Background: an optimization exercise with open tools, aiming at small area, a short achievable clock period and few clock cycles per item. Do not read the settings as production practice.
Where RTL was checked, it was by simulation tests only, not by an equivalence proof against the original.
For run 1, only the layout was checked, not whether the RTL still works.
No activity file was given, so power comes from the tool's default toggle rates.

==> flow/design.v, too long to show whole: its modules and the start of the top module <==
// module dotproduct: 1566 lines
module dotproduct (
    input  logic         clk_i,
    input  logic         rst_ni,
    input  logic         start_i,
    input  logic [7:0]   nnz_i,
    input  logic [31:0]  a0_i, a1_i, a2_i, a3_i, a4_i,
                         a5_i, a6_i, a7_i, a8_i, a9_i,
    input  logic [31:0]  b0_i, b1_i, b2_i, b3_i, b4_i,
                         b5_i, b6_i, b7_i, b8_i, b9_i,
    input  logic [31:0]  c_i,
    output logic [63:0]  result_o,
    output logic         busy_o,
    output logic         result_valid_o,
    output logic [31:0]  cycle_count_o
);
  // ...
==> flow/flow/run.sh <==
#!/bin/bash
set -o pipefail
export BUFFER_PORTS_ARGS="-buffer_cell sky130_fd_sc_hd__buf_1"
bash standard.sh SYNTH_ARGS=-noabc SETUP_SLACK_MARGIN=9.25 finish > standard.log 2>&1
==> flow/standard.sh <==
#!/bin/bash
# synth_recipe.tcl (not shown) runs the flow's synth.tcl, then flattens the netlist and writes it again
# the make line also repeats each setting of config.mk as NAME=value (left out here)
make -C /OpenROAD-flow-scripts/flow DESIGN_CONFIG=/design/flow/config.mk WORK_HOME=/design/flow/orfs CLKGATE_MAP_FILE= SYNTH_SCRIPT=/design/flow/synth_recipe.tcl "${@:-finish}"
==> flow/config.mk <==
export PLATFORM = sky130hd
export DESIGN_NAME = dotproduct
export DESIGN_NICKNAME = dotproduct
export VERILOG_FILES = /design/flow/design.v
export SDC_FILE = /design/flow/constraint.sdc
export NUM_CORES = 4
export LEC_CHECK = 0
export ABC_AREA = 1
export CAP_MARGIN = 50
export CORE_MARGIN = 2
export CORE_UTILIZATION = 40
export SLEW_MARGIN = 60
==> flow/constraint.sdc <==
create_clock -name core_clock -period 15.0 [get_ports {clk_i}]
set_input_delay 3.0000 -clock core_clock [delete_from_list [all_inputs] [get_ports {clk_i}]]
set_output_delay 3.0000 -clock core_clock [all_outputs]
set_load 0.01 [all_outputs]
==> run summary, run 1 <==
Cell Pwr Density: 106 mW/mm^2
FF-to-FF End: acc[27]
Most frequent cells in the layout: nand2_1 (1092), buf_1 (745), inv_1 (291)
Seq group: 691 uW
Final design utilization: 49.1%
Initial Util: 40.5%
H-tree Lvls: 4
Synth cell count leaders: nand2_1 (1118), inv_1 (340), xor2_1 (288)
CTS tree: done
Total iterations of the first detailed-routing run: 6
Biggest regs: acc (64), M (32), sel (10)
Final setup viols: 0
Cell taking the most area after synthesis: fa_1
Hold-fix buffers, CTS: 0
Die Wd: 259 um
Sequential cell count: 141
Worst reg-to-reg setup slack: 9180 ps
Core area: 0.0645 sq mm
Met3 Routed Length: 15700 um
Post-synth EDFFs: 0
Synth area leaders: fa_1 (19%), nand2_1 (16%), xor2_1 (9.7%), dfxtp_1 (9.4%), o22ai_1 (5.9%)
GR Util met2: 59.4%
FP Rows: 93
Synth Cell Area: 0.0261 sq mm
Post-synth ARST share: 12.8%
Final Cell Area: 0.0317 sq mm
Worst-margin pin slew: 621 ps
Clk sinks: 141
Max-cap violation count: 0
Status: timing/DRC/antenna clean
Final max-slew violation count: 0
Via count: 30400
Post-Syn Instances: 3789
Largest net degree at the start of global routing: 79
Well Taps: 855
Reg2reg start: bone[4]
Syn Area/Cell: 6.88 sq um
Vias per inst: 5.74
Drc violations: 0
==> inputs of run 2 (changes only) <==
--- a/flow/design.v
+++ b/flow/design.v
@@ -1527,17 +1527,17 @@
     assign fs709 = acc[61] ^ ms521 ^ mc584;
     assign fc710 = (acc[61] & ms521) | (acc[61] & mc584) | (ms521 & mc584);
     assign fs711 = acc[62] ^ ms522 ^ mc585;
     assign fc712 = (acc[62] & ms522) | (acc[62] & mc585) | (ms522 & mc585);
     assign fs713 = acc[63] ^ ms523 ^ mc586;
     assign fc714 = (acc[63] & ms523) | (acc[63] & mc586) | (ms523 & mc586);
     assign fsum = {fs713, fs711, fs709, fs707, fs705, fs703, fs701, fs699, fs697, fs695, fs693, fs691, fs689, fs687, fs685, fs683, fs681, fs679, fs677, fs675, fs673, fs671, fs669, fs667, fs665, fs663, fs661, fs659, fs657, fs655, fs653, fs651, fs649, fs647, fs645, fs643, fs641, fs639, fs637, fs635, fs633, fs631, fs629, fs627, fs625, fs623, fs621, fs619, fs617, fs615, fs613, fs611, fs609, fs607, fs605, fs603, fs601, fs599, fs597, fs595, fs593, fs591, fs589, fs587};
     assign fcar = {fc712, fc710, fc708, fc706, fc704, fc702, fc700, fc698, fc696, fc694, fc692, fc690, fc688, fc686, fc684, fc682, fc680, fc678, fc676, fc674, fc672, fc670, fc668, fc666, fc664, fc662, fc660, fc658, fc656, fc654, fc652, fc650, fc648, fc646, fc644, fc642, fc640, fc638, fc636, fc634, fc632, fc630, fc628, fc626, fc624, fc622, fc620, fc618, fc616, fc614, fc612, fc610, fc608, fc606, fc604, fc602, fc600, fc598, fc596, fc594, fc592, fc590, fc588, mc524};
-    localparam int BW = 32;
+    localparam int BW = 16;
     localparam int NB = 64 / BW;
     logic [NB-2:0] bc;
     logic [63:0]   bcw;
     logic [63:0]   acc_next;
     logic [NB-2:0] bc_next;
     always_comb begin
         bcw = 64'd0;
         for (int k = 1; k < NB; k++) bcw[k*BW] = bc[k-1];
==> run 2 against run 1 <==
Wire length shrank 2.0%. Register-to-register slack better by 190 ps. Clock-buffer cell count shrank 4. Final area fell by 4.1%. Largest power group unchanged.
==> run summary, run 2 <==
RSZ-0062 raised after global routing: yes
CP Cell Sequence: ha_4 > buf_4 > nand4_1 > nor2_2 > nand2_1 > nand2_4 > nand3_4 > nor3_4 > a21oi_4 > nor2_2 > nand2_1 > xnor2_1 > clkbuf_2
Cell variety after synth: 55
Via count: 29300 (-3.7%)
Biggest register: acc
VDD IR max: 0.0000806 V
CTS root buf: clkbuf_16
Die Ht: 257 um
Max-cap violation count: 0 (unchanged)
Post-synth ARST share: 12.6% (-0.18 points)
CTS tree: done
Cell Pwr Density: 89.0 mW/mm^2 (-16%)
Post-Syn Instances: 3691 (-2.6%)
Worst Hold Class: flop to flop
Delay-heaviest family, CP: simple AND/OR/NAND/NOR gates
Largest net degree at the start of global routing: 83 (+5.1%)
Clock Path Buffers: 2
Final setup viols: 0 (unchanged)
Vias in the first global route: 27700
Worst-margin pin slew: 696 ps (+74.5 ps)
F_max: 177 MHz
Critical path startpoint category: flop
Port Buf Inserts: 752
Design Power: 2.70 mW
Most common cell in the netlist: nand2_1
Drt wl/cell: 26.1 um
Worst skew pair latency: 500 ps
Top cell type's share of synthesized area: 19.8%
Synth Cell Area: 0.0256 sq mm (-1.8%)
Drc violations: 0 (unchanged)
WP data arrival: 2640 ps
I/O pin cnt: 781
Synth cell count leaders: nand2_1 (1118), xor2_1 (304), inv_1 (301)
FP Rows: 92 (-1.1%)
Area delta synth->final: 18.5%
Min cycle time layout: 5640 ps
Core area: 0.0632 sq mm (-2.0%)
Syn Area/Cell: 6.94 sq um (+0.86%)
Layout cell share with drive strength beyond 1: 7.89%
Worst-path fanout max: 4
RePlAce Congestion: 1.01
Bufs and invs on worst path: 2
Most frequent cells in the layout: nand2_1 (1113), buf_1 (748), xor2_1 (297)
Setup WS pre-CTS: 8780 ps
Sequential fraction of the synthesis area: 11.5%
Worst EP required: 12000 ps
Slowest CP cell: dfxtp_4
Synthesis warning total: 1
First-pass GRT wire length: 190000 um
Slowest stage delay, CP: 370 ps
Vias per inst: 5.67 (-1.3%)
Final Net Count: 5345
Global route overflow: 0
Worst setup EP type: output port
Final setup margin: 9360 ps
Biggest regs: acc (64), M (32), sel (10)
HPWL after DPL: 108000 um
Setup_tns: 0 ps
First DRT Iteration DRCs: 3310
Static leakage: 15.1 nW
Initial antenna violation count: 10
Reg clk slew, reported paths: 70 ps
Clock skew: 22.9 ps
Status: timing/DRC/antenna clean
Total iterations of the first detailed-routing run: 7 (+1)
H-tree Lvls: 4 (unchanged)
Final Hold Slack: 488 ps
GRT Resource Usage Total: 39.4%
Slew margin rel.: 53.1%
Seq cells post-synth: 143
Post-synth top flop: dfxtp_1
Final wirelength: 135000 um
Final worst path period share: 37.6%
Final design utilization: 48.1% (-1.1 points)
Clk sinks: 143 (+1.4%)
Setup Crit Path Kind: flop to output port
CTS buffer count: 17
Hold Vio Cnt, Final: 0
Die Wd: 257 um (-0.87%)
Die ar.: 0.0661 sq mm
Initial Util: 40.5% (+0.090 points)
Cell taking the most area after synthesis: fa_1
Synth area leaders: fa_1 (20%), nand2_1 (16%), xor2_1 (10%), dfxtp_1 (9.8%), o22ai_1 (6.1%)
Number of flip-flops in the largest register: 64
Final max-slew violation count: 0 (unchanged)
Commonest non-fill, non-tap cell in the layout: nand2_1
Number of routed nets with antenna violations: 0
Post-synth EDFFs: 0 (unchanged)
[run 2: cell count changes after synthesis, moves of 7 or more]
cell,previous run,this run
o21ai_0,158,147
buf_2,30,43
nand3_2,18,11
xnor2_1,18,25
or2_2,18,10
xor2_1,288,304
o21bai_1,10,1
inv_1,340,301
a21oi_1,102,88
buf_4,72,51
nand2_2,5,12
nor2_1,227,217
[run 2: per-layer routing]
metal  vias to the layer above  share of wire [%]  wire, um  track usage, %
li1                      13200                  -         -               -
met1                     13800                 39     52800            50.9
met2                      1963                 42     56600            58.7
met3                       314                 11     15200            10.2
met4                         2                7.4     10000            24.4
met5                         -             0.0074        10               0
[run 2: logic make-up (layout without fill, tap and decap cells)]
group / count (synthesis) / in the layout / synth area share (%)
flops: 143 / 143 / 11.5
xor+xnor: 329 / 329 / 11.2
buf+inv: 587 / 1179 / 10.3
mux: 15 / 15 / 0.586
compound gates: 593 / 593 / 14.2
simple gates: 1658 / 1658 / 26.9
other cells: 1 / 35 / 0.0146
fa+ha+maj: 365 / 365 / 25.2
[run 2: area by class of cell]
class,instances,area (sq um)
fillers,6716,32800
multi-input cells,2988,20700
repair buffers,834,3700
flip-flops and latches,143,3000
inverters,313,1220
well taps,846,1060
clock buffers,17,425
clock inverters,15,194
diodes,7,17.5
[run 2: per-stage QoR]
step                      std cells  cell area, sq um
after detailed placement       5088             28800
after floorplan                3718             25700
after global routing           5159             30400
after CTS                      5136             29700
after global placement         5081             28500
final                          5163             30400
[run 2: report_power, final]
group	leakage, nW	switching [mW]	internal, mW
clock	0.299	0.227	0.226
combinational	13.6	0.920	0.631
sequential	1.25	0.196	0.502
total	15.1	1.34	1.36
[run 2: worst min-delay path, cell delays in order, from the launching register on]
cell	delay, ps
dfrtp_1	350
nand2_1	50
o21ai_0	60
[run 2: worst paths after layout]
kind | cells past startpoint | end | startpoint | slack (ps)
max in group asynchronous | 2 | sel[0] | rst_ni | 12220
hold / removal | 2 | cnt_q[3] | cnt_q[3] | 490
setup reg to reg | 19 | acc[45] | M[23] | 9370
hold reg to reg | 2 | cnt_q[3] | cnt_q[3] | 490
min in group asynchronous | 2 | valid_q | rst_ni | 2480
setup / recovery | 13 | result_o[59] | bc[0] | 9360
[run 2: what timing repair did]
item,4_1_cts,5_1_grt
buffers inserted,16,15
hold buffers,0,0
gates resized for setup,53,104
gates cloned,0,4
pin swaps,8,23
setup endpoints to repair,33,28
Testbench counts of run 2, summed over its fixed seeds: cycles 18,851, items 2,400.
==> inputs of run 3 (changes only) <==
--- a/flow/config.mk
+++ b/flow/config.mk
@@ -8,5 +8,5 @@
 export ABC_AREA = 1
-export CAP_MARGIN = 50
+export CAP_MARGIN = 60
 export CORE_MARGIN = 2
 export CORE_UTILIZATION = 40
-export SLEW_MARGIN = 60
+export SLEW_MARGIN = 70
==> run 3 against run 2 <==
Synthesized cell count did not move. Largest power group unchanged. Sequential share of layout area fell by 0.082 points. Largest cell class unchanged. Critical endpoint is now result_o[58]. Still clean. Final area rose by 1.4%. First-iteration DRC count fell by 5.3%. Die area did not move. Total power rose by 0.23%. Maximum frequency fell by 0.40%. Clock-buffer cell count did not move. Area after synthesis did not move.
==> run summary, run 3 <==
Status: timing/DRC/antenna clean
Slew margin rel.: 66.7% (+14 points)
Design Power: 2.71 mW (+0.23%)
Die ar.: 0.0661 sq mm (unchanged)
FP Rows: 92 (unchanged)
Die Wd: 257 um (unchanged)
Seq cells post-synth: 143 (unchanged)
Most frequent cells in the layout: nand2_1 (1111), buf_1 (754), xor2_1 (296)
Hold path start: cnt_q[3]
Min cycle time layout: 5660 ps (+22.7 ps)
Reg2reg start: bone[0]
Static leakage: 15.3 nW (+1.3%)
Clk sinks: 143 (unchanged)
Hold-fix buffers, CTS: 0 (unchanged)
Biggest regs: acc (64), M (32), sel (10)
Final worst path period share: 37.8% (+0.15 points)
Clock Path Buffers: 2 (unchanged)
Via count: 29500 (+0.66%)
Sequential fraction of the synthesis area: 11.5% (unchanged)
Slowest stage delay, CP: 370 ps (about the same)
Port Buf Inserts: 752 (unchanged)
First DRT Iteration DRCs: 3134 (-5.3%)
Total iterations of the first detailed-routing run: 6 (-1)
FF-to-FF End: acc[47]
CP Cell Sequence: ha_4 > ha_4 > nand3_4 > nor2_4 > nand4_4 > o21ai_4 > nand2_2 > nor2_4 > nand4_1 > nand2_2 > nand2_4 > nor2_4 > nand2_2 > xnor2_1 > buf_2
Final setup viols: 0 (unchanged)
Final Hold Slack: 492 ps (+4.00 ps)
CP startpoint: bc[0]
Worst reg-to-reg setup slack: 9440 ps (+70 ps)
Placed Area: 0.0291 sq mm (+0.99%)
RSZ-0062 raised after global routing: yes
CTS buffer count: 17 (unchanged)
Critical path startpoint category: flop
HPWL after DPL: 108000 um (+0.13%)
First-pass GRT wire length: 191000 um (+0.74%)
Cell Pwr Density: 87.9 mW/mm^2 (-1.2%)
Cell taking the most area after synthesis: fa_1
Syn Area/Cell: 6.94 sq um (unchanged)
Final wirelength: 134000 um (-0.31%)
Setup WS pre-CTS: 9070 ps (+292 ps)
Synth Cell Area: 0.0256 sq mm (unchanged)
Slowest CP cell: dfxtp_4
Number of routed nets with antenna violations: 0 (unchanged)
CTS root buf: clkbuf_16
Worst setup EP type: output port
Most common cell in the netlist: nand2_1
Final Net Count: 5377 (+0.60%)
VDD IR max: 0.0000848 V (+5.3%)
Global route overflow: 0 (unchanged)
Synth cell count leaders: nand2_1 (1118), xor2_1 (304), inv_1 (301)
Hold Vio Cnt, Final: 0 (unchanged)
Worst Hold Class: flop to flop
Reg clk slew, reported paths: 70 ps (about the same)
Drc violations: 0 (unchanged)
Worst skew pair latency: 510 ps (about the same)
Post-synth ARST share: 12.6% (unchanged)
Synthesis warning total: 1 (unchanged)
Setup Crit Path Kind: flop to output port
Synth area leaders: fa_1 (20%), nand2_1 (16%), xor2_1 (10%), dfxtp_1 (9.8%), o22ai_1 (6.1%)
Hold Crit Depth: 2 (unchanged)
WHS Endpoint: cnt_q[3]
Worst EP required: 12000 ps (about the same)
Core area: 0.0632 sq mm (unchanged)
F_max: 177 MHz (-0.40%)
Worst-margin pin slew: 496 ps (-200 ps)
Die Ht: 257 um (unchanged)
Largest net degree at the start of global routing: 83 (unchanged)
Setup_tns: 0 ps (unchanged)
Initial antenna violation count: 12 (+2)
WP data arrival: 2660 ps (+20 ps)
RePlAce Congestion: 1.01 (unchanged)
Layout cell share with drive strength beyond 1: 8.94% (+1.0 points)
Number of flip-flops in the largest register: 64 (unchanged)
Drt wl/cell: 25.8 um (-0.96%)
Vias per inst: 5.67 (about the same)
Biggest register: acc
GRT Resource Usage Total: 39.6% (+0.23 points)
Commonest non-fill, non-tap cell in the layout: nand2_1
Post-Syn Instances: 3691 (unchanged)
Initial Util: 40.5% (unchanged)
Top cell type's share of synthesized area: 19.8% (unchanged)
Vias in the first global route: 28100 (+1.7%)
Final Cell Area: 0.0308 sq mm (+1.4%)
Max-cap violation count: 0 (unchanged)
Post-synth EDFFs: 0 (unchanged)
Worst-path fanout max: 4 (unchanged)
Final max-slew violation count: 0 (unchanged)
Clock skew: 35.0 ps (+12.1 ps)
I/O pin cnt: 781 (unchanged)
Area delta synth->final: 20.2%
CTS tree: done
Cell variety after synth: 55 (unchanged)
R2R depth: 18 (-1)
H-tree Lvls: 4 (unchanged)
Post-synth top flop: dfxtp_1
Final setup margin: 9340 ps (-22.7 ps)
[run 3: cell counts after synthesis]
Identical to the previous run, type by type.
[run 3: area by class of cell]
class                           count  area (sq um)
Antenna cell                        9          22.5
Clock buffer                       17           425
Clock inverter                     15           186
Fill cell                        6661         32400
Inverter                          313          1240
Multi-Input combinational cell   2988         20800
Sequential cell                   143          3020
Tap cell                          846          1060
Timing Repair Buffer              866          4010
[run 3: through the flow]
stage | std cells | util, %
4_1_cts | 5153 | 47.3
5_1_grt | 5191 | 48.7
6_report | 5197 | 48.7
3_3_place_gp | 5081 | 45.1
2_1_floorplan | 3718 | -
3_5_place_dp | 5110 | 46.0
[run 3: logic make-up (layout without fill, tap and decap cells)]
logic type | after synthesis | after routing | share of synthesized area [%]
simple gates | 1658 | 1658 | 26.9
compound gates | 593 | 593 | 14.2
buf+inv | 587 | 1211 | 10.3
fa+ha+maj | 365 | 365 | 25.2
xor+xnor | 329 | 329 | 11.2
flops | 143 | 143 | 11.5
mux | 15 | 15 | 0.586
other cells | 1 | 37 | 0.0146
[run 3: how the worst max path moves through the flow]
stage | endpoint | cells after the start | slack [ps]
5_1_grt | result_o[58] | 15 | 9190
3_5_place_dp | acc[44] | 24 | 9070
2_1_floorplan | acc[46] | 24 | 9270
3_3_place_gp | acc[44] | 24 | 8800
6_report | result_o[58] | 15 | 9340
4_1_cts | result_o[58] | 15 | 9150
[run 3: repair_timing]
| action | 4_1_cts | 5_1_grt |
|---|---|---|
| setup endpoints to repair | 24 | 28 |
| cloned | 1 | 3 |
| pin swaps | 9 | 40 |
| resized for setup | 41 | 122 |
| setup buffers | 10 | 25 |
[run 3: worst max-delay path, delay by kind of cell (launching register included)]
kind / cells / cell delay, ps
compound gates: 1 / 160
simple gates: 10 / 1050
xor+xnor: 1 / 130
fa+ha+maj: 2 / 300
flops: 1 / 370
buf+inv: 1 / 150
[run 3: report_power, final]
group	switching, mW	internal [mW]
combinational	0.918	0.638
clock	0.229	0.226
sequential	0.194	0.504
total	1.34	1.37
[run 3: metal layers]
metal  routed length (um)  share of wire, %  track usage, %
met5                   34             0.025               0
met4                 8800               6.6            22.3
met3                15100                11            10.3
met2                57700                43            59.7
met1                52600                39            51.5
==> inputs of run 4 (changes only) <==
==> flow/flow/run.sh (replaced) <==
#!/bin/bash
set -o pipefail
export BUFFER_PORTS_ARGS="-buffer_cell sky130_fd_sc_hd__buf_1"
bash standard.sh SYNTH_ARGS=-noabc finish > standard.log 2>&1
--- a/flow/config.mk
+++ b/flow/config.mk
@@ -8,5 +8,5 @@
 export ABC_AREA = 1
-export CAP_MARGIN = 60
+export CAP_MARGIN = 50
 export CORE_MARGIN = 2
 export CORE_UTILIZATION = 40
-export SLEW_MARGIN = 70
+export SLEW_MARGIN = 60
==> run 4 against run 3 <==
Clock skew fell by 8.9 ps. Non-clock buffer count decreased by 65. Via count down 2.1%. Critical path depth is 7 higher. Clock power shrank 0.9%. Total power fell by 3.6%. Critical path type is now flop to flop. Largest cell class unchanged.
==> run summary, run 4 <==
Worst Hold Class: flop to flop
Initial Util: 40.5% (unchanged)
Total iterations of the first detailed-routing run: 9 (+3)
Cell variety after synth: 55 (unchanged)
Seq cells post-synth: 143 (unchanged)
Most common cell in the netlist: nand2_1
CTS buffer count: 17 (unchanged)
Placed cell count: 5088 (-0.43%)
RSZ-0062 raised after global routing: no
Final worst path period share: 41.5% (+3.8 points)
R2R depth: 22 (+4)
Area delta synth->final: 15.2%
Comb power frac: 56.2% (-1.2 points)
Post-synth top flop: dfxtp_1
Worst-margin pin slew: 620 ps (+124 ps)
Layout cell share with drive strength beyond 1: 5.26% (-3.7 points)
Port Buf Inserts: 752 (unchanged)
Number of routed nets with antenna violations: 0 (unchanged)
Via count: 28800 (-2.1%)
Synth Area in Compound Gates: 14.2% (unchanged)
HPWL after DPL: 108000 um (-0.13%)
Post-Synth Adder-Cell Area: 25.2% (unchanged)
Critical path startpoint category: flop
Setup_tns: 0 ps (unchanged)
Largest family of logic cells by synthesized area: simple AND/OR/NAND/NOR gates
CTS root buf: clkbuf_16
Hold-fix buffers, CTS: 0 (unchanged)
Mux contribution to synthesized area: 0.586% (unchanged)
Clock skew: 26.1 ps (-8.85 ps)
Slowest CP cell: fa_1
Setup Crit Path Kind: flop to flop
Sw frac: 49.7% (+0.19 points)
Die ar.: 0.0661 sq mm (unchanged)
I/O pin cnt: 781 (unchanged)
H-tree Lvls: 4 (unchanged)
Sequential fraction of the synthesis area: 11.5% (unchanged)
Initial antenna violation count: 11 (-1)
Slowest stage delay, CP: 540 ps (+170 ps)
Final Net Count: 5312 (-1.2%)
Slew margin rel.: 58.7% (-8.1 points)
Largest net degree at the start of global routing: 83 (unchanged)
FP Rows: 92 (unchanged)
Die Ht: 257 um (unchanged)
Commonest non-fill, non-tap cell in the layout: nand2_1
F_max: 161 MHz (-9.1%)
RePlAce Congestion: 1.01 (unchanged)
Number of flip-flops in the largest register: 64 (unchanged)
Synth Cell Area: 0.0256 sq mm (unchanged)
Core area: 0.0632 sq mm (unchanged)
Max-cap violation count: 0 (unchanged)
First DRT Iteration DRCs: 3252 (+3.8%)
Pint: 1.31 mW (-4.0%)
Xor/xnor cell area share of the yosys netlist: 11.2% (unchanged)
Non-filler cells, final: 5131 (-1.3%)
First-pass GRT wire length: 189000 um (-1.2%)
Worst-path fanout max: 31 (+27)
Post-synth EDFFs: 0 (unchanged)
Global route overflow: 0 (unchanged)
Drc violations: 0 (unchanged)
Synth area leaders: fa_1 (20%), nand2_1 (16%), xor2_1 (10%), dfxtp_1 (9.8%), o22ai_1 (6.1%)
CP Cell Sequence: buf_4 > inv_1 > xor2_1 > fa_1 > fa_1 > fa_1 > fa_1 > inv_1 > nand2_1 > fa_1 > fa_1 > nand2_1 > o21ai_1 > a21oi_1 > o21ai_1 > a21boi_0 > o21ai_0 > nand2_1 > nand2_1 > nand2_1 > nand2_1 > o21ai_0
Post-synth ARST share: 12.6% (unchanged)
Sequential power share: 26.5% (+0.7 points)
VDD IR max: 0.0000802 V (-5.4%)
Vias in the first global route: 27500 (-2.2%)
Cell taking the most area after synthesis: fa_1
Status: timing/DRC/antenna clean
Post-Syn Instances: 3691 (unchanged)
Drt wl/cell: 25.8 um (-0.10%)
Post-CTS sizing: 0 (-100%)
Reg clk slew, reported paths: 70 ps (about the same)
Worst EP required: 15420 ps (+3420 ps)
WP data arrival: 6650 ps (+3990 ps)
Hold Vio Cnt, Final: 0 (unchanged)
Synthesis warning total: 1 (unchanged)
Setup WS pre-CTS: 8780 ps (-292 ps)
Clk network pwr share: 17.3% (+0.5 points)
Vias per inst: 5.62 (-0.88%)
Final wirelength: 132000 um (-1.4%)
Min cycle time layout: 6230 ps (+566 ps)
Synth Area in Simple Gates: 26.9% (unchanged)
Clock Path Buffers: 2 (unchanged)
Syn Area/Cell: 6.94 sq um (unchanged)
Die Wd: 257 um (unchanged)
Top cell type's share of synthesized area: 19.8% (unchanged)
Synth cell count leaders: nand2_1 (1118), xor2_1 (304), inv_1 (301)
Clk sinks: 143 (unchanged)
GRT Resource Usage Total: 39.2% (-0.40 points)
Cell Pwr Density: 88.5 mW/mm^2 (+0.60%)
Static leakage: 14.8 nW (-3.1%)
Final setup viols: 0 (unchanged)
Worst setup EP type: flop
Switching pwr: 1.30 mW (-3.2%)
Final max-slew violation count: 0 (unchanged)
Hold Crit Depth: 2 (unchanged)
Final setup margin: 8770 ps (-566 ps)
Biggest register: acc
CTS tree: done
Final design utilization: 46.7% (-2.0 points)
Most frequent cells in the layout: nand2_1 (1117), buf_1 (753), xor2_1 (304)
Biggest regs: acc (64), M (32), sel (10)
Setup Fix Bufs, Post-CTS: 0 (-10)
Worst skew pair latency: 500 ps (about the same)
[run 4: cell counts after synthesis]
No cell type changed its count.
[run 4: logic make-up (layout without fill, tap and decap cells)]
family                     after synthesis  in the layout
xor gates and xnor gates               329            329
muxes                                   15             15
adders and majority gates              365            365
DFF                                    143            143
and+or+nand+nor                       1658           1658
buffers and inverters                  587           1146
other                                    1             36
AOI/OAI and AO/OA                      593            593
[run 4: layer usage]
metal	wire, um	part of all wire, %	track usage, %	up-vias
li1	-	-	-	13200
met1	52100	39	50.7	13500
met2	55700	42	58.3	1854
met3	15000	11	10.3	265
met4	9540	7.2	24.3	6
met5	31	0.023	0	-
[run 4: final timing paths]
kind                          from       end  slack (ps)
min reg2reg                 sel[0]    sel[0]         480
max                        bneg[0]   acc[61]        8770
min in group asynchronous   rst_ni  cnt_q[3]        2480
max in group asynchronous   rst_ni    sel[0]       12230
min                         sel[0]    sel[0]         480
max reg2reg                bneg[0]   acc[61]        8770
[run 4: layout make-up]
type	instances	area [sq um]
fill	6819	33700
multi-input combinational	2988	20400
timing repair buffer	801	3270
sequential	143	2980
inverter	313	1190
tap	846	1060
clock buffer	17	425
clock inverter	15	194
antenna	8	20.0
[run 4: metrics by stage]
step	power [mW]	hold slack [ps]	instance area (sq um)
CTS	2.60	486	29400
global placement	2.14	465	28500
finish	2.61	483	29500
detailed placement	2.14	473	28800
floorplan	1.70	345	25700
global route	2.86	499	29500
[run 4: critical path, delay by kind of cell, from the launching register on]
kind / cells / cell delay (ps)
adder cells (fa/ha/maj): 6 / 2930
AND/OR/NAND/NOR: 6 / 450
AO/OA/AOI/OAI: 6 / 1120
XOR/XNOR: 1 / 510
flip-flops: 1 / 310
buffers and inverters: 3 / 810
[run 4: power by group through the flow]
stage / Combinational (mW) / Clock [mW] / Sequential (mW)
6_report: 1.47 / 0.451 / 0.692
5_1_grt: 1.68 / 0.472 / 0.711
3_3_place_gp: 1.44 / 0 / 0.699
3_5_place_dp: 1.44 / 0 / 0.698
2_1_floorplan: 1.08 / 0 / 0.620
4_1_cts: 1.45 / 0.456 / 0.688
==> inputs of run 5 (changes only) <==
==> flow/flow/run.sh (replaced) <==
#!/bin/bash
set -o pipefail
export BUFFER_PORTS_ARGS="-buffer_cell sky130_fd_sc_hd__buf_1"
bash standard.sh SYNTH_ARGS=-noabc SETUP_SLACK_MARGIN=9.4 finish > standard.log 2>&1
==> run 5 against run 4 <==
Largest power group unchanged. Total power rose by 7.0%. Critical path depth fell by 7. First-iteration DRC count rose by 2.7%.
==> run summary, run 5 <==
Placed cell count: 5087 (-0.020%)
Most common cell in the netlist: nand2_1
Core area: 0.0632 sq mm (unchanged)
CTS root buf: clkbuf_16
Cell mode on critical path: nor2_4
CTS tree: done
Setup Crit Path Kind: flop to output port
Biggest regs: acc (64), M (32), sel (10)
Final worst path period share: 37.5% (-4.1 points)
Worst reg-to-reg setup slack: 9430 ps (+660 ps)
Layout cell share with drive strength beyond 1: 9.76% (+4.5 points)
Synth cell count leaders: nand2_1 (1118), xor2_1 (304), inv_1 (301)
Worst Hold Class: flop to flop
First-pass GRT wire length: 190000 um (+0.44%)
CP Cell Sequence: ha_4 > ha_4 > nand3_4 > nor2_4 > nand4_4 > o21ai_4 > nand2_2 > nor2_4 > buf_4 > buf_6 > buf_6 > nand2_4 > nor2_4 > xor2_1 > buf_2
Slowest CP cell: dfxtp_4
Clock Path Buffers: 2 (unchanged)
Number of routed nets with antenna violations: 0 (unchanged)
Cell taking the most area after synthesis: fa_1
Worst-margin pin slew: 658 ps (+38.3 ps)
CTS buffer count: 17 (unchanged)
Final max-slew violation count: 0 (unchanged)
Max-cap violation count: 0 (unchanged)
Design Power: 2.79 mW (+7.0%)
Syn Area/Cell: 6.94 sq um (unchanged)
Most frequent cells in the layout: nand2_1 (1106), buf_1 (740), xor2_1 (297)
Min cycle time layout: 5620 ps (-608 ps)
RSZ-0062 raised after global routing: yes
Die ar.: 0.0661 sq mm (unchanged)
Critical path startpoint category: flop
Post-synth ARST share: 12.6% (unchanged)
Cell Pwr Density: 90.6 mW/mm^2 (+2.4%)
Commonest non-fill, non-tap cell in the layout: nand2_1
GRT Resource Usage Total: 39.5% (+0.25 points)
Status: timing/DRC/antenna clean
Top cell type's share of synthesized area: 19.8% (unchanged)
Clock skew: 22.2 ps (-3.93 ps)
Die Ht: 257 um (unchanged)
WP data arrival: 2620 ps (-4030 ps)
Reg clk slew, reported paths: 70 ps (about the same)
Initial Util: 40.5% (unchanged)
Area delta synth->final: 20.3%
Port Buf Inserts: 752 (unchanged)
Final setup viols: 0 (unchanged)
Number of flip-flops in the largest register: 64 (unchanged)
VDD IR max: 0.0000829 V (+3.4%)
H-tree Lvls: 4 (unchanged)
Hold Vio Cnt, Final: 0 (unchanged)
HPWL after DPL: 108000 um (about the same)
Via count: 29400 (+1.9%)
Synthesis warning total: 1 (unchanged)
Clk sinks: 143 (unchanged)
Initial antenna violation count: 17 (+6)
Die Wd: 257 um (unchanged)
RePlAce Congestion: 0.993 (-2.1%)
Post-synth top flop: dfxtp_1
F_max: 178 MHz (+11%)
Total iterations of the first detailed-routing run: 6 (-3)
Cell variety after synth: 55 (unchanged)
Worst setup EP type: output port
FP Rows: 92 (unchanged)
I/O pin cnt: 781 (unchanged)
Non-filler cells, final: 5182 (+0.99%)
Vias in the first global route: 27900 (+1.4%)
Worst skew pair latency: 500 ps (about the same)
Drc violations: 0 (unchanged)
Largest net degree at the start of global routing: 88 (+6.0%)
Vias per inst: 5.67 (+0.87%)
Synth Cell Area: 0.0256 sq mm (unchanged)
Slew margin rel.: 55.6% (-3.0 points)
Worst-path fanout max: 3 (-90%)
Setup_tns: 0 ps (unchanged)
Static leakage: 15.3 nW (+2.8%)
Drt wl/cell: 26.2 um (+1.6%)
Global route overflow: 0 (unchanged)
Final wirelength: 136000 um (+2.6%)
Final Net Count: 5357 (+0.85%)
Worst EP required: 12000 ps (-3420 ps)
Post-synth EDFFs: 0 (unchanged)
Biggest register: acc
Synth area leaders: fa_1 (20%), nand2_1 (16%), xor2_1 (10%), dfxtp_1 (9.8%), o22ai_1 (6.1%)
Seq cells post-synth: 143 (unchanged)
Post-Syn Instances: 3691 (unchanged)
Slowest stage delay, CP: 370 ps (-170 ps)
First DRT Iteration DRCs: 3340 (+2.7%)
Sequential fraction of the synthesis area: 11.5% (unchanged)
[run 5: cell counts after synthesis]
No cell type changed its count.
[run 5: cells by family (layout without fill, tap and decap cells)]
group / count (synthesis) / in the layout / synth area share [%]
other: 1 / 42 / 0.0146
XOR/XNOR: 329 / 329 / 11.2
flip-flops: 143 / 143 / 11.5
buffers and inverters: 587 / 1191 / 10.3
multiplexers: 15 / 15 / 0.586
AND/OR/NAND/NOR: 1658 / 1658 / 26.9
AO/OA/AOI/OAI: 593 / 593 / 14.2
adder cells (fa/ha/maj): 365 / 365 / 25.2
[run 5: worst paths after layout]
check,start,endpoint,cells after the start
max,bc[0],result_o[44],15
min,cnt_q[2],cnt_q[2],2
max reg2reg,M[15],acc[45],19
min reg2reg,cnt_q[2],cnt_q[2],2
max in group asynchronous,rst_ni,sel[0],2
min in group asynchronous,rst_ni,valid_q,2
[run 5: area by class of cell]
class | instances | area, sq um
multi-input cells | 2988 | 21000
flip-flops and latches | 143 | 3020
clock inverters | 14 | 170
inverters | 313 | 1260
repair buffers | 846 | 3870
diodes | 14 | 35.0
well taps | 846 | 1060
clock buffers | 18 | 429
fillers | 6671 | 32400
[run 5: worst max-delay path, delay by kind of cell, from the launching register on]
| family | cells | cell delay (ps) |
|---|---|---|
| fa+ha+maj | 2 | 280 |
| simple gates | 7 | 670 |
| flops | 1 | 370 |
| buf+inv | 4 | 460 |
| xor+xnor | 1 | 180 |
| compound gates | 1 | 170 |
[run 5: where the power goes]
group / leakage, nW / internal (mW) / switching (mW)
Clock: 0.294 / 0.251 / 0.211
Sequential: 1.26 / 0.506 / 0.200
Combinational: 13.7 / 0.677 / 0.949
[run 5: what timing repair did]
action,in CTS,in global routing
setup endpoints to repair,48,39
hold buffers,0,0
cloned,2,3
gates resized for setup,92,161
setup buffers,20,22
hold endpoints to repair,0,0
pin swaps,11,64
[run 5: per-layer routing]
layer / track usage (%) / up-vias / part of all wire, %
met1: 50.7 / 13900 / 40
met4: 22.9 / 8 / 6.4
met3: 10.2 / 308 / 11
met5: 0 / - / 0.036
met2: 59.9 / 1870 / 43
li1: - / 13200 / -
[run 5: stage by stage]
step	hold slack (ps)	setup slack [ps]	area (sq um)	utilization (%)
2_1_floorplan	345	9470	25700	-
3_3_place_gp	482	8780	28500	45.0
3_5_place_dp	494	8790	28800	45.5
4_1_cts	510	9260	29900	47.4
5_1_grt	532	9270	30800	48.8
6_report	513	9380	30800	48.8

==> port drivers added, routing unchanged <==
How much do the figures lean on ideal ports? The routed layouts below were timed once more, with nothing changed but the port constraints.
Step 1 assumes that a clkbuf_16 drives the clock port and a buf_2 every other input.
Step 2 also shifts input and output timing later by t, the mid clock arrival at the registers, as if the neighbouring blocks saw the same clock.
a / b / c = ideal ports / drivers / drivers and shift; a / b = the first two.
run	t, ns	setup slack, ns	hold WS [ns]	worst setup path at the end
run 1	0.567	9.184 / 9.184 / 9.184	0.490 / 0.490 / 0.490	register to register
run 2	0.550	9.360 / 9.301 / 9.226	0.488 / 0.488 / 0.488	input to register
run 3	0.559	9.337 / 9.275 / 9.205	0.492 / 0.492 / 0.492	input to register
run 4	0.549	8.771 / 8.766 / 8.771	0.483 / 0.483 / 0.483	register to register
run 5	0.547	9.379 / 9.322 / 9.262	0.513 / 0.513 / 0.513	input to register
After both steps every run listed still meets setup and hold. For run 2, which loses most, drivers alone change the setup slack by -0.059 ns; drivers and shift together by -0.134 ns.
